What follows belongs to an exercise in optimizing a design on an open flow for small area; a production flow would make more cautious choices.
Where RTL was checked, it was by simulation tests only, not by an equivalence proof against the original.

==> inputs of run a <==
Design sfi5_rx_if_v6_16bit, start of the top module:
module sfi5_rx_if_v6_16bit
(
	i_CLK,
	i_RST,
	iv_RXDATA00,
	iv_RXDATA01,
	iv_RXDATA02,
	iv_RXDATA03,
	iv_RXDATA04,
	iv_RXDATA05,
	iv_RXDATA06,
	iv_RXDATA07,
	iv_RXDATA08,
	iv_RXDATA09,
	iv_RXDATA10,
	iv_RXDATA11,
	iv_RXDATA12,
	iv_RXDATA13,
	iv_RXDATA14,
	iv_RXDATA15,
	iv_DESKEW_CHANNEL,
	i_FRAMES2LOCK,
	i_FRAMES2UNLOCK,
	iv_MISMATCHES_2_UNLOCK,
	i_CLEAR_FRAME_ERRORS,
	i_CLEAR_MISMATCHES,
	ov_RXDATA00,
	ov_RXDATA01,
	ov_RXDATA02,
	ov_RXDATA03,
	ov_RXDATA04,
	ov_RXDATA05,
	ov_RXDATA06,
	ov_RXDATA07,
	ov_RXDATA08,
	ov_RXDATA09,
	ov_RXDATA10,
	ov_RXDATA11,
	ov_RXDATA12,
	ov_RXDATA13,
	ov_RXDATA14,
	ov_RXDATA15,
	o_RXLOF,
	o_RXLOF_HISTORY,
	ov_FRAME_ERRORS,
	ov_FRAMES_RECEIVED,
	ov_DATA_MISMATCHES_CH00,
	ov_DATA_MISMATCHES_CH01,
	ov_DATA_MISMATCHES_CH02,
	ov_DATA_MISMATCHES_CH03,
	ov_DATA_MISMATCHES_CH04,
	ov_DATA_MISMATCHES_CH05,
	ov_DATA_MISMATCHES_CH06,
	ov_DATA_MISMATCHES_CH07,
	ov_DATA_MISMATCHES_CH08,
	ov_DATA_MISMATCHES_CH09,
	ov_DATA_MISMATCHES_CH10,
	ov_DATA_MISMATCHES_CH11,
	ov_DATA_MISMATCHES_CH12,
	ov_DATA_MISMATCHES_CH13,
	ov_DATA_MISMATCHES_CH14,
	ov_DATA_MISMATCHES_CH15,
	ov_RXFRAME_SHIFT,
	ov_RXDATA_SHIFT_CH00,
	ov_RXDATA_SHIFT_CH01,
	ov_RXDATA_SHIFT_CH02,
	ov_RXDATA_SHIFT_CH03,
	ov_RXDATA_SHIFT_CH04,
	ov_RXDATA_SHIFT_CH05,
	ov_RXDATA_SHIFT_CH06,
	ov_RXDATA_SHIFT_CH07,
	ov_RXDATA_SHIFT_CH08,
	ov_RXDATA_SHIFT_CH09,
	ov_RXDATA_SHIFT_CH10,
	ov_RXDATA_SHIFT_CH11,
	ov_RXDATA_SHIFT_CH12,
	ov_RXDATA_SHIFT_CH13,
	ov_RXDATA_SHIFT_CH14,
	ov_RXDATA_SHIFT_CH15,
	o_RXOOA
);
input		i_CLK;			 
input		i_RST;			 
input	[15:0]	iv_RXDATA00;		 
input	[15:0]	iv_RXDATA01;		 
input	[15:0]	iv_RXDATA02;		 
input	[15:0]	iv_RXDATA03;		 
input	[15:0]	iv_RXDATA04;		 
input	[15:0]	iv_RXDATA05;		 
input	[15:0]	iv_RXDATA06;		 
input	[15:0]	iv_RXDATA07;		 
input	[15:0]	iv_RXDATA08;		 
input	[15:0]	iv_RXDATA09;		 
input	[15:0]	iv_RXDATA10;		 
input	[15:0]	iv_RXDATA11;		 
input	[15:0]	iv_RXDATA12;		 
input	[15:0]	iv_RXDATA13;		 
input	[15:0]	iv_RXDATA14;		 
input	[15:0]	iv_RXDATA15;		 
input	[15:0]	iv_DESKEW_CHANNEL;	 
input	[6:0]	i_FRAMES2LOCK;		 
input	[6:0]	i_FRAMES2UNLOCK;	 
input	[6:0]	iv_MISMATCHES_2_UNLOCK;	 
input		i_CLEAR_FRAME_ERRORS;	 
input		i_CLEAR_MISMATCHES;	 
output	[15:0]	ov_RXDATA00;		 
  ...
==> module sfi5_rx_barrel_shifter_16bit, before the edit <==
module sfi5_rx_barrel_shifter_16bit
(
	input			i_CLK,
	input			i_SYNC_RST,
	input		[5:0]	iv_SHIFT_VALUE,
	input			i_NEW,	 
	input		[15:0]	iv_DATA,
	output	reg	[15:0]	ov_DATA
);
reg	[78:0]	L;
reg	[15:0]	Q;
wire	[5:0]	s = iv_SHIFT_VALUE;
wire	[5:0]	sn = ~iv_SHIFT_VALUE;
wire	nah = s[4] | (sn[5] & ~i_NEW);	 
wire	nbh = sn[4];			 
wire	nal = s[4];			 
wire	nbl = sn[4];			 
wire	[46:0]	m1n;	 
wire	[30:0]	m2;
wire	[22:0]	m3n;	 
wire	[18:0]	m4;
wire	[16:0]	m5n;	 
wire	[15:0]	m6;
genvar i;
generate
	for (i = 0; i < 47; i = i + 1) begin : g_1
		sfi5_rx_mux2n u (.a(L[32+i]), .b(L[i]), .s(s[5]), .sn(sn[5]), .y(m1n[i]));
	end
	for (i = 0; i < 31; i = i + 1) begin : g_2
		sfi5_rx_mux2n u (.a(m1n[16+i]), .b(m1n[i]), .s((i >= 15) ? nah : nal), .sn((i >= 15) ? nbh : nbl), .y(m2[i]));
	end
	for (i = 0; i < 23; i = i + 1) begin : g_3
		sfi5_rx_mux2n u (.a(m2[8+i]), .b(m2[i]), .s(s[3]), .sn(sn[3]), .y(m3n[i]));
	end
	for (i = 0; i < 19; i = i + 1) begin : g_4
		sfi5_rx_mux2n u (.a(m3n[4+i]), .b(m3n[i]), .s(s[2]), .sn(sn[2]), .y(m4[i]));
	end
	for (i = 0; i < 17; i = i + 1) begin : g_5
		sfi5_rx_mux2n u (.a(m4[2+i]), .b(m4[i]), .s(s[1]), .sn(sn[1]), .y(m5n[i]));
	end
	for (i = 0; i < 16; i = i + 1) begin : g_6
		sfi5_rx_mux2n u (.a(m5n[1+i]), .b(m5n[i]), .s(s[0]), .sn(sn[0]), .y(m6[i]));
	end
endgenerate
always @(posedge i_CLK) begin
	L <= {iv_DATA, L[78:16]};
	Q <= m6;
	ov_DATA <= i_SYNC_RST ? 16'd0 : Q;
end
endmodule
clock: 5.0 ns
lec_check: 0
cap_margin: 20
core_margin: 2
core_utilization: 75
cts_buf_list: sky130_fd_sc_hd__clkbuf_8
cts_cluster_diameter: 80
cts_cluster_size: 14
slew_margin: 20
synth_hierarchical: 1
synth_minimum_keep_size: 0
standard.sh (not shown) runs the stock make flow with config.mk's settings and CLKGATE_MAP_FILE= SYNTH_SCRIPT=/design/flow/synth_recipe.tcl, a recipe that flattens the netlist after the stock synthesis.
==> flow/flow/run.sh <==
#!/bin/bash
# The standard layout (the standard.sh, standard synthesis unchanged) with two
# changes: ports are buffered with the smallest buffer, and clock tree synthesis
# uses small buffers without dummy loads. Each tool's output goes to its own log
# under orfs/logs; make's own output goes to flow_make.log here.
set -euo pipefail
export BUFFER_PORTS_ARGS="-buffer_cell sky130_fd_sc_hd__buf_1"
export CTS_ARGS="-sink_clustering_enable -repair_clock_nets -dont_use_dummy_load -buf_list sky130_fd_sc_hd__clkbuf_8 -sink_clustering_size 14 -sink_clustering_max_diameter 80"
bash standard.sh > flow_make.log 2>&1
==> run b (differences from run a) <==
--- a/flow/design.v
+++ b/flow/design.v
@@ -14,29 +14,32 @@
 	input			i_CLK,
 	input			i_SYNC_RST,
 	input		[5:0]	iv_SHIFT_VALUE,
 	input			i_NEW,	 
 	input		[15:0]	iv_DATA,
 	output	reg	[15:0]	ov_DATA
 );
 reg	[78:0]	L;
-reg	[15:0]	Q;
+reg	[16:0]	Qn;	 
+reg		s0d;	 
 wire	[5:0]	s = iv_SHIFT_VALUE;
 wire	[5:0]	sn = ~iv_SHIFT_VALUE;
 wire	nah = s[4] | (sn[5] & ~i_NEW);	 
 wire	nbh = sn[4];			 
 wire	nal = s[4];			 
 wire	nbl = sn[4];			 
 wire	[46:0]	m1n;	 
 wire	[30:0]	m2;
 wire	[22:0]	m3n;	 
 wire	[18:0]	m4;
 wire	[16:0]	m5n;	 
 wire	[15:0]	m6;
+wire		s6 = s0d | i_SYNC_RST;
+wire		s6n = ~s0d | i_SYNC_RST;
 genvar i;
 generate
 	for (i = 0; i < 47; i = i + 1) begin : g_1
 		sfi5_rx_mux2n u (.a(L[32+i]), .b(L[i]), .s(s[5]), .sn(sn[5]), .y(m1n[i]));
 	end
 	for (i = 0; i < 31; i = i + 1) begin : g_2
 		sfi5_rx_mux2n u (.a(m1n[16+i]), .b(m1n[i]), .s((i >= 15) ? nah : nal), .sn((i >= 15) ? nbh : nbl), .y(m2[i]));
 	end
@@ -45,23 +48,24 @@
 	end
 	for (i = 0; i < 19; i = i + 1) begin : g_4
 		sfi5_rx_mux2n u (.a(m3n[4+i]), .b(m3n[i]), .s(s[2]), .sn(sn[2]), .y(m4[i]));
 	end
 	for (i = 0; i < 17; i = i + 1) begin : g_5
 		sfi5_rx_mux2n u (.a(m4[2+i]), .b(m4[i]), .s(s[1]), .sn(sn[1]), .y(m5n[i]));
 	end
 	for (i = 0; i < 16; i = i + 1) begin : g_6
-		sfi5_rx_mux2n u (.a(m5n[1+i]), .b(m5n[i]), .s(s[0]), .sn(sn[0]), .y(m6[i]));
+		sfi5_rx_mux2n u (.a(Qn[1+i]), .b(Qn[i]), .s(s6), .sn(s6n), .y(m6[i]));
 	end
 endgenerate
 always @(posedge i_CLK) begin
 	L <= {iv_DATA, L[78:16]};
-	Q <= m6;
-	ov_DATA <= i_SYNC_RST ? 16'd0 : Q;
+	Qn <= m5n;
+	s0d <= s[0];
+	ov_DATA <= m6;
 end
 endmodule
 `timescale 1ns / 1ps
 module sfi5_rx_frame_sync
 (
 	input			i_CLK,
 	input			i_RST,
 	input		[6:0]	i_FRAMES2LOCK,
==> flow/flow/run.sh (replaced) <==
#!/bin/bash
# The standard layout (the standard.sh, standard synthesis unchanged) with two
# changes: ports are buffered with the smallest buffer, and clock tree synthesis
# uses small buffers without dummy loads. Each tool's output goes to its own log
# under orfs/logs; make's own output goes to flow_make.log here.
set -euo pipefail
export BUFFER_PORTS_ARGS="-buffer_cell sky130_fd_sc_hd__buf_1"
export CTS_ARGS="-sink_clustering_enable -repair_clock_nets -dont_use_dummy_load -buf_list sky130_fd_sc_hd__clkbuf_8 -sink_clustering_size 15 -sink_clustering_max_diameter 120"
bash standard.sh > flow_make.log 2>&1
Settings changed: CORE_UTILIZATION 75 to 60, CTS_BUF_LIST sky130_fd_sc_hd__clkbuf_8 to unset, CTS_CLUSTER_DIAMETER 80 to unset, CTS_CLUSTER_SIZE 14 to unset.
==> run c (differences from run a) <==
--- a/flow/design.v
+++ b/flow/design.v
@@ -9,28 +9,31 @@
 );
 assign y = ~((a | s) & (b | sn));
 endmodule
 module sfi5_rx_barrel_shifter_16bit
 (
 	input			i_CLK,
 	input			i_SYNC_RST,
 	input		[5:0]	iv_SHIFT_VALUE,
-	input			i_NEW,	 
+	input		[4:0]	iv_AGE,
 	input		[15:0]	iv_DATA,
 	output	reg	[15:0]	ov_DATA
 );
 reg	[78:0]	L;
 reg	[15:0]	Q;
 wire	[5:0]	s = iv_SHIFT_VALUE;
 wire	[5:0]	sn = ~iv_SHIFT_VALUE;
-wire	nah = s[4] | (sn[5] & ~i_NEW);	 
-wire	nbh = sn[4];			 
-wire	nal = s[4];			 
-wire	nbl = sn[4];			 
+wire	vh0 = s[5] ? iv_AGE[2] : iv_AGE[0];	 
+wire	vh1 = s[5] ? iv_AGE[3] : iv_AGE[1];	 
+wire	vl1 = s[5] ? iv_AGE[4] : iv_AGE[2];	 
+wire	nah = s[4] | ~vh0;	 
+wire	nbh = sn[4] | ~vh1;	 
+wire	nal = s[4] | ~vh1;	 
+wire	nbl = sn[4] | ~vl1;	 
 wire	[46:0]	m1n;	 
 wire	[30:0]	m2;
 wire	[22:0]	m3n;	 
 wire	[18:0]	m4;
 wire	[16:0]	m5n;	 
 wire	[15:0]	m6;
 genvar i;
 generate
@@ -71,60 +74,60 @@
 	output	reg	[15:0]	ov_DESKEW_CHANNEL,
 	output			o_RXLOF,
 	output	reg		o_RXLOF_HISTORY,
 	output	reg	[15:0]	ov_FRAME_ERRORS,
 	output	reg	[15:0]	ov_FRAMES_RECEIVED,
 	output			o_FRAME_START,
 	output		[5:0]	ov_RXFRAME_SHIFT,
 	output	reg	[6:0]	ov_TIMER,
-	output	reg	[2:0]	ov_AGE
+	output	reg	[4:0]	ov_AGE
 );
 localparam	RESET		= 4'h0;
 localparam	FRAME_FIND1	= 4'h1;
 localparam	FRAME_FIND2	= 4'h2;
 localparam	BITSLIP		= 4'h3;
 localparam	WAIT_FRAME_LOCK1= 4'h4;
 localparam	WAIT_FRAME_LOCK2= 4'h5;
 localparam	FRAME_LOCK1	= 4'h6;
 localparam	FRAME_LOCK2	= 4'h7;
 localparam	FRAME1_MISMATCH	= 4'h8;
 localparam	FRAME2_MISMATCH	= 4'h9;
 reg	[3:0]	state;
 reg	[3:0]	next_state;
 reg	[4:0]	t;
 reg	[6:0]	f2l;
 always @(posedge i_CLK)
-	ov_AGE <= i_RST ? 3'd0 : {ov_AGE[1:0], 1'b1};
+	ov_AGE <= i_RST ? 5'd0 : {ov_AGE[3:0], 1'b1};
 reg	[78:23]	L;
 reg	[15:0]	Qn;	 
-wire	[31:0]	X = {L[54:47] & {8{ov_AGE[1]}}, L[46:39] & {8{ov_AGE[2]}}, L[38:23]};
+wire	[31:0]	X = L[54:23] & {{8{ov_AGE[1]}}, {16{ov_AGE[2]}}, {8{ov_AGE[3]}}};
 wire	[4:0]	tn = ~t;
 wire	[30:0]	s4n;	 
 wire	[22:0]	s3;	 
 wire	[18:0]	s2n;	 
 wire	[16:0]	s1;	 
 wire	[15:0]	s0n;
 genvar	i;
 generate
-	for (i = 0; i < 31; i = i + 1) begin : g_4
-		if (i >= 15) begin : g_m
-			sfi5_rx_mux2n u (.a(X[i+1]), .b(X[i-15]), .s(t[4]), .sn(tn[4]), .y(s4n[i]));
+	for (i = -15; i < 16; i = i + 1) begin : g_4
+		if (i >= 0) begin : g_m
+			sfi5_rx_mux2n u (.a(X[16+i]), .b(X[i]), .s(t[4]), .sn(tn[4]), .y(s4n[i+15]));
 		end else begin : g_w
-			assign s4n[i] = ~X[i+1];
+			assign s4n[i+15] = ~X[16+i];
 		end
 	end
-	for (i = 0; i < 23; i = i + 1) begin : g_3
-		sfi5_rx_mux2n u (.a(s4n[i+8]), .b(s4n[i]), .s(t[3]), .sn(tn[3]), .y(s3[i]));
+	for (i = -7; i < 16; i = i + 1) begin : g_3
+		sfi5_rx_mux2n u (.a(s4n[i+15]), .b(s4n[i+7]), .s(t[3]), .sn(tn[3]), .y(s3[i+7]));
 	end
-	for (i = 0; i < 19; i = i + 1) begin : g_2
-		sfi5_rx_mux2n u (.a(s3[i+4]), .b(s3[i]), .s(t[2]), .sn(tn[2]), .y(s2n[i]));
+	for (i = -3; i < 16; i = i + 1) begin : g_2
+		sfi5_rx_mux2n u (.a(s3[i+7]), .b(s3[i+3]), .s(t[2]), .sn(tn[2]), .y(s2n[i+3]));
 	end
-	for (i = 0; i < 17; i = i + 1) begin : g_1
-		sfi5_rx_mux2n u (.a(s2n[i+2]), .b(s2n[i]), .s(t[1]), .sn(tn[1]), .y(s1[i]));
+	for (i = -1; i < 16; i = i + 1) begin : g_1
+		sfi5_rx_mux2n u (.a(s2n[i+3]), .b(s2n[i+1]), .s(t[1]), .sn(tn[1]), .y(s1[i+1]));
 	end
 	for (i = 0; i < 16; i = i + 1) begin : g_0
 		sfi5_rx_mux2n u (.a(s1[i+1]), .b(s1[i]), .s(t[0]), .sn(tn[0]), .y(s0n[i]));
 	end
 endgenerate
 always @(posedge i_CLK) begin
 	L <= {iv_DESKEW_CHANNEL, L[78:39]};
 	if (!i_RST)
@@ -154,48 +157,44 @@
 	endcase
 end
 wire	count_timer = (state == FRAME_FIND1) || (state == WAIT_FRAME_LOCK1) || (state == FRAME_LOCK1) || (state == FRAME2_MISMATCH);
 wire	hold_f2l = (state == WAIT_FRAME_LOCK1) || locked;
 wire	hold_fe = (state == FRAME_LOCK1) || (state == FRAME_LOCK2);
 wire	inc_fe = (state == FRAME1_MISMATCH) || (state == FRAME2_MISMATCH);
 wire	hold_fr = (state == FRAME_LOCK1) || inc_fe;
 wire	init_t = (state == RESET) || (state > FRAME2_MISMATCH);
-wire	inc_f2l = (state == WAIT_FRAME_LOCK2);
-wire	inc_fr = (state == FRAME_LOCK2);
-wire	[5:0]	c_t;
-wire	[7:0]	c_v;
-wire	[7:0]	c_l;
-wire	[16:0]	c_e;
-wire	[16:0]	c_r;
-assign	c_t[0] = (state == BITSLIP);
-assign	c_v[0] = 1'b1;
-assign	c_l[0] = inc_f2l;
-assign	c_e[0] = inc_fe;
-assign	c_r[0] = inc_fr;
-generate
-	for (i = 0; i < 5; i = i + 1) begin : g_ct
-		assign c_t[i+1] = c_t[i] & t[i];
-	end
-	for (i = 0; i < 7; i = i + 1) begin : g_cv
-		assign c_v[i+1] = c_v[i] & ov_TIMER[i];
-		assign c_l[i+1] = c_l[i] & f2l[i];
-	end
-	for (i = 0; i < 16; i = i + 1) begin : g_ce
-		assign c_e[i+1] = c_e[i] & ov_FRAME_ERRORS[i];
-		assign c_r[i+1] = c_r[i] & ov_FRAMES_RECEIVED[i];
-	end
-endgenerate
 always @(posedge i_CLK) begin
 	state <= i_RST ? RESET : next_state;
-	t <= (t ^ c_t[4:0]) & {5{~(i_RST | t[4] | init_t)}};
-	ov_TIMER <= (ov_TIMER ^ c_v[6:0]) & {7{~(i_RST | ~count_timer)}};
-	f2l <= (f2l ^ c_l[6:0]) & {7{~(i_RST | ~(inc_f2l | hold_f2l))}};
-	ov_FRAME_ERRORS <= (ov_FRAME_ERRORS ^ c_e[15:0]) & {16{~(i_RST | i_CLEAR_FRAME_ERRORS | ~(inc_fe | hold_fe))}};
-	ov_FRAMES_RECEIVED <= (ov_FRAMES_RECEIVED ^ c_r[15:0]) & {16{~(i_RST | ~(inc_fr | hold_fr))}};
+	if (i_RST || t[4] || init_t)
+		t <= 5'd0;
+	else if (state == BITSLIP)
+		t <= t + 5'd1;
+	if (i_RST || !count_timer)
+		ov_TIMER <= 7'd0;
+	else
+		ov_TIMER <= ov_TIMER + 7'd1;
+	if (i_RST)
+		f2l <= 7'd0;
+	else if (state == WAIT_FRAME_LOCK2)
+		f2l <= f2l + 7'd1;
+	else if (!hold_f2l)
+		f2l <= 7'd0;
+	if (i_RST || i_CLEAR_FRAME_ERRORS)
+		ov_FRAME_ERRORS <= 16'd0;
+	else if (inc_fe)
+		ov_FRAME_ERRORS <= ov_FRAME_ERRORS + 16'd1;
+	else if (!hold_fe)
+		ov_FRAME_ERRORS <= 16'd0;
+	if (i_RST)
+		ov_FRAMES_RECEIVED <= 16'd0;
+	else if (state == FRAME_LOCK2)
+		ov_FRAMES_RECEIVED <= ov_FRAMES_RECEIVED + 16'd1;
+	else if (!hold_fr)
+		ov_FRAMES_RECEIVED <= 16'd0;
 	if (i_CLEAR_FRAME_ERRORS)
 		o_RXLOF_HISTORY <= 1'b0;
 	else if (o_RXLOF)
 		o_RXLOF_HISTORY <= 1'b1;
 end
 endmodule
 `timescale 1ns / 1ps
 module sfi5_rx_data_sync
@@ -203,73 +202,60 @@
 	input			i_CLK,
 	input			i_RST,
 	input		[15:0]	iv_DATA,
 	input		[15:0]	iv_DSC,
 	input			i_RXLOF,
 	input			i_FRAME_START,
 	input			i_WIN,
 	input			i_END,
-	input			i_NEW,
+	input		[4:0]	iv_AGE,
 	input		[6:0]	iv_MISMATCHES_2_UNLOCK,
 	input			i_CLEAR_MISMATCHES,
 	output		[15:0]	ov_DATA,
 	output	reg		o_RXOOA,
 	output	reg	[5:0]	ov_RXDATA_SHIFT,
 	output	reg	[15:0]	ov_DATA_MISMATCHES
 );
 reg	[2:0]	state;
 reg	[6:0]	consec;
 sfi5_rx_barrel_shifter_16bit shifter
 (
 	.i_CLK(i_CLK),
 	.i_SYNC_RST(i_RST),
 	.iv_SHIFT_VALUE(ov_RXDATA_SHIFT),
-	.i_NEW(i_NEW),
+	.iv_AGE(iv_AGE),
 	.iv_DATA(iv_DATA),
 	.ov_DATA(ov_DATA)
 );
 wire	match = (ov_DATA == iv_DSC);
 wire	s_wfs = ~state[1] & ~state[0];
 wire	s_wst = ~state[1] & state[0];
 wire	s_ce = state[1] & ~state[0];
 wire	s_act = ~state[2] & state[1] & state[0];
 wire	s_ds = state[2];
 wire	s_dm3 = s_act & i_END;
-wire	ge;
+wire	ge = (consec >= iv_MISMATCHES_2_UNLOCK);
 wire	go = ~(i_RST | i_RXLOF);
-wire	[6:0]	c_s;
-wire	[7:0]	c_c;
-wire	[16:0]	c_m;
-wire	[7:0]	c_g;
-assign	c_s[0] = s_ds;
-assign	c_c[0] = s_ce;
-assign	c_m[0] = s_ce;
-assign	c_g[0] = 1'b1;
-genvar	i;
-generate
-	for (i = 0; i < 6; i = i + 1) begin : g_s
-		assign c_s[i+1] = c_s[i] & ov_RXDATA_SHIFT[i];
-	end
-	for (i = 0; i < 7; i = i + 1) begin : g_c
-		assign c_c[i+1] = c_c[i] & consec[i];
-		assign c_g[i+1] = (consec[i] & ~iv_MISMATCHES_2_UNLOCK[i]) | ((consec[i] | ~iv_MISMATCHES_2_UNLOCK[i]) & c_g[i]);
-	end
-	for (i = 0; i < 16; i = i + 1) begin : g_m
-		assign c_m[i+1] = c_m[i] & ov_DATA_MISMATCHES[i];
-	end
-endgenerate
-assign	ge = c_g[7];
 always @(posedge i_CLK) begin
 	state[0] <= go & ~s_ds & ~(s_act & i_WIN & ~match);
 	state[1] <= go & ((s_wst & i_FRAME_START) | (s_act & (i_WIN | ~i_END)) | (s_ce & ge));
 	state[2] <= go & s_ce & ge;
-	ov_RXDATA_SHIFT <= (ov_RXDATA_SHIFT ^ c_s[5:0]) & {6{~i_RST}};
-	consec <= (consec ^ c_c[6:0]) & {7{~(i_RST | s_wfs | s_ds | s_dm3)}};
-	ov_DATA_MISMATCHES <= (ov_DATA_MISMATCHES ^ c_m[15:0]) & {16{~(i_RST | i_CLEAR_MISMATCHES | s_wfs)}};
+	if (i_RST)
+		ov_RXDATA_SHIFT <= 6'd0;
+	else if (s_ds)
+		ov_RXDATA_SHIFT <= ov_RXDATA_SHIFT + 6'd1;
+	if (i_RST || s_wfs || s_ds || s_dm3)
+		consec <= 7'd0;
+	else if (s_ce)
+		consec <= consec + 7'd1;
+	if (i_RST || i_CLEAR_MISMATCHES || s_wfs)
+		ov_DATA_MISMATCHES <= 16'd0;
+	else if (s_ce)
+		ov_DATA_MISMATCHES <= ov_DATA_MISMATCHES + 16'd1;
 	if (s_wfs || s_ds)
 		o_RXOOA <= 1'b1;
 	else if (s_dm3)
 		o_RXOOA <= 1'b0;
 end
 endmodule
 `timescale 1ns / 1ps
 module sfi5_rx_if_v6_16bit
@@ -430,17 +416,17 @@
 output	[5:0]	ov_RXDATA_SHIFT_CH13;	 
 output	[5:0]	ov_RXDATA_SHIFT_CH14;	 
 output	[5:0]	ov_RXDATA_SHIFT_CH15;	 
 output	[15:0]	o_RXOOA;		 
 wire	[15:0]	dsc;
 wire		rxlof;
 wire		frame_start;
 wire	[6:0]	timer;
-wire	[2:0]	age;
+wire	[4:0]	age;
 assign		o_RXLOF		= rxlof;
 sfi5_rx_frame_sync sfi5_rx_frame_sync_0
 (
 	.i_CLK(i_CLK),
 	.i_RST(i_RST),
 	.i_FRAMES2LOCK(i_FRAMES2LOCK),
 	.i_FRAMES2UNLOCK(i_FRAMES2UNLOCK),
 	.i_CLEAR_FRAME_ERRORS(i_CLEAR_FRAME_ERRORS),
@@ -491,17 +477,17 @@
 			.i_CLK(i_CLK),
 			.i_RST(i_RST),
 			.iv_DATA(lane_in[k]),
 			.iv_DSC(dsc),
 			.i_RXLOF(rxlof),
 			.i_FRAME_START(frame_start),
 			.i_WIN(win),
 			.i_END(fin),
-			.i_NEW(age[0]),
+			.iv_AGE(age),
 			.iv_MISMATCHES_2_UNLOCK(iv_MISMATCHES_2_UNLOCK),
 			.i_CLEAR_MISMATCHES(i_CLEAR_MISMATCHES),
 			.ov_DATA(lane_out[k]),
 			.o_RXOOA(o_RXOOA[k]),
 			.ov_RXDATA_SHIFT(lane_shift[k]),
 			.ov_DATA_MISMATCHES(lane_mm[k])
 		);
 	end
Settings changed: CORE_UTILIZATION 75 to 40.
==> results_dict.tcl <==
set metrics [dict create \
    finClkSkew_ns 0.0767 \
    crit_buf_inv 1 \
    synthDistinctLibCells 62 \
    internal_power_uw 24600 \
    syn_inst 7324 \
    regToRegSetupSlack_ns 1.04 \
    outcome "finished clean" \
    grt_pass1_vias 59378 \
]
The numbers above come from run b.

==> results_dict.tcl <==
set metrics [dict create \
    outcome "finished clean" \
    grt_pass1_vias 65079 \
    synthTopCellsByArea "dfxtp_1 (57%), o22ai_1 (19%), ha_1 (6.8%), and2_1 (2.9%), xor2_1 (2.7%)" \
    crit_buf_inv 1 \
    critPathMaxFanout 12 \
    finClkSkew_ns 0.0650 \
    internal_power_uw 24500 \
    synthMostInstantiatedCell "o22ai_1" \
]
The numbers above come from run a.

==> results_dict.tcl <==
set metrics [dict create \
    outcome "finished clean" \
    finClkSkew_ns 0.123 \
    internal_power_uw 24700 \
    regToRegSetupSlack_ns 1.63 \
    grt_pass1_vias 67899 \
    clock_power_uw 9710 \
    synthDistinctLibCells 69 \
    syn_inst 8570 \
]
The numbers above come from run c.

No functional check of the RTL was part of run c.

==> static timing again, ports no longer ideal <==
The results above use ideal ports. As a check the final layouts listed here were re-extracted and re-timed, cells and wires unchanged.
Step 1 assumes that a clkbuf_16 drives the clock port and a buf_2 every other input.
Step 2 times the ports against the registers' clock, not the clock port: input delays grow and output delays shrink by t, the midpoint of the rising clock arrivals with the driver on.
Three values: ideal, step 1, step 2; two values: the first two.
| run | t, ns | slack for setup (ns) | clock arrival spread, ns |
|---|---|---|---|
| run a | 0.981 | 0.927 / 0.927 / 0.927 | 0.087 / 0.088 |
| run b | 0.985 | 1.043 / 1.043 / 1.043 | 0.087 / 0.087 |
| run c | 1.046 | 1.054 / 0.970 / 1.631 | 0.170 / 0.170 |
After both steps every run listed still meets setup and hold.
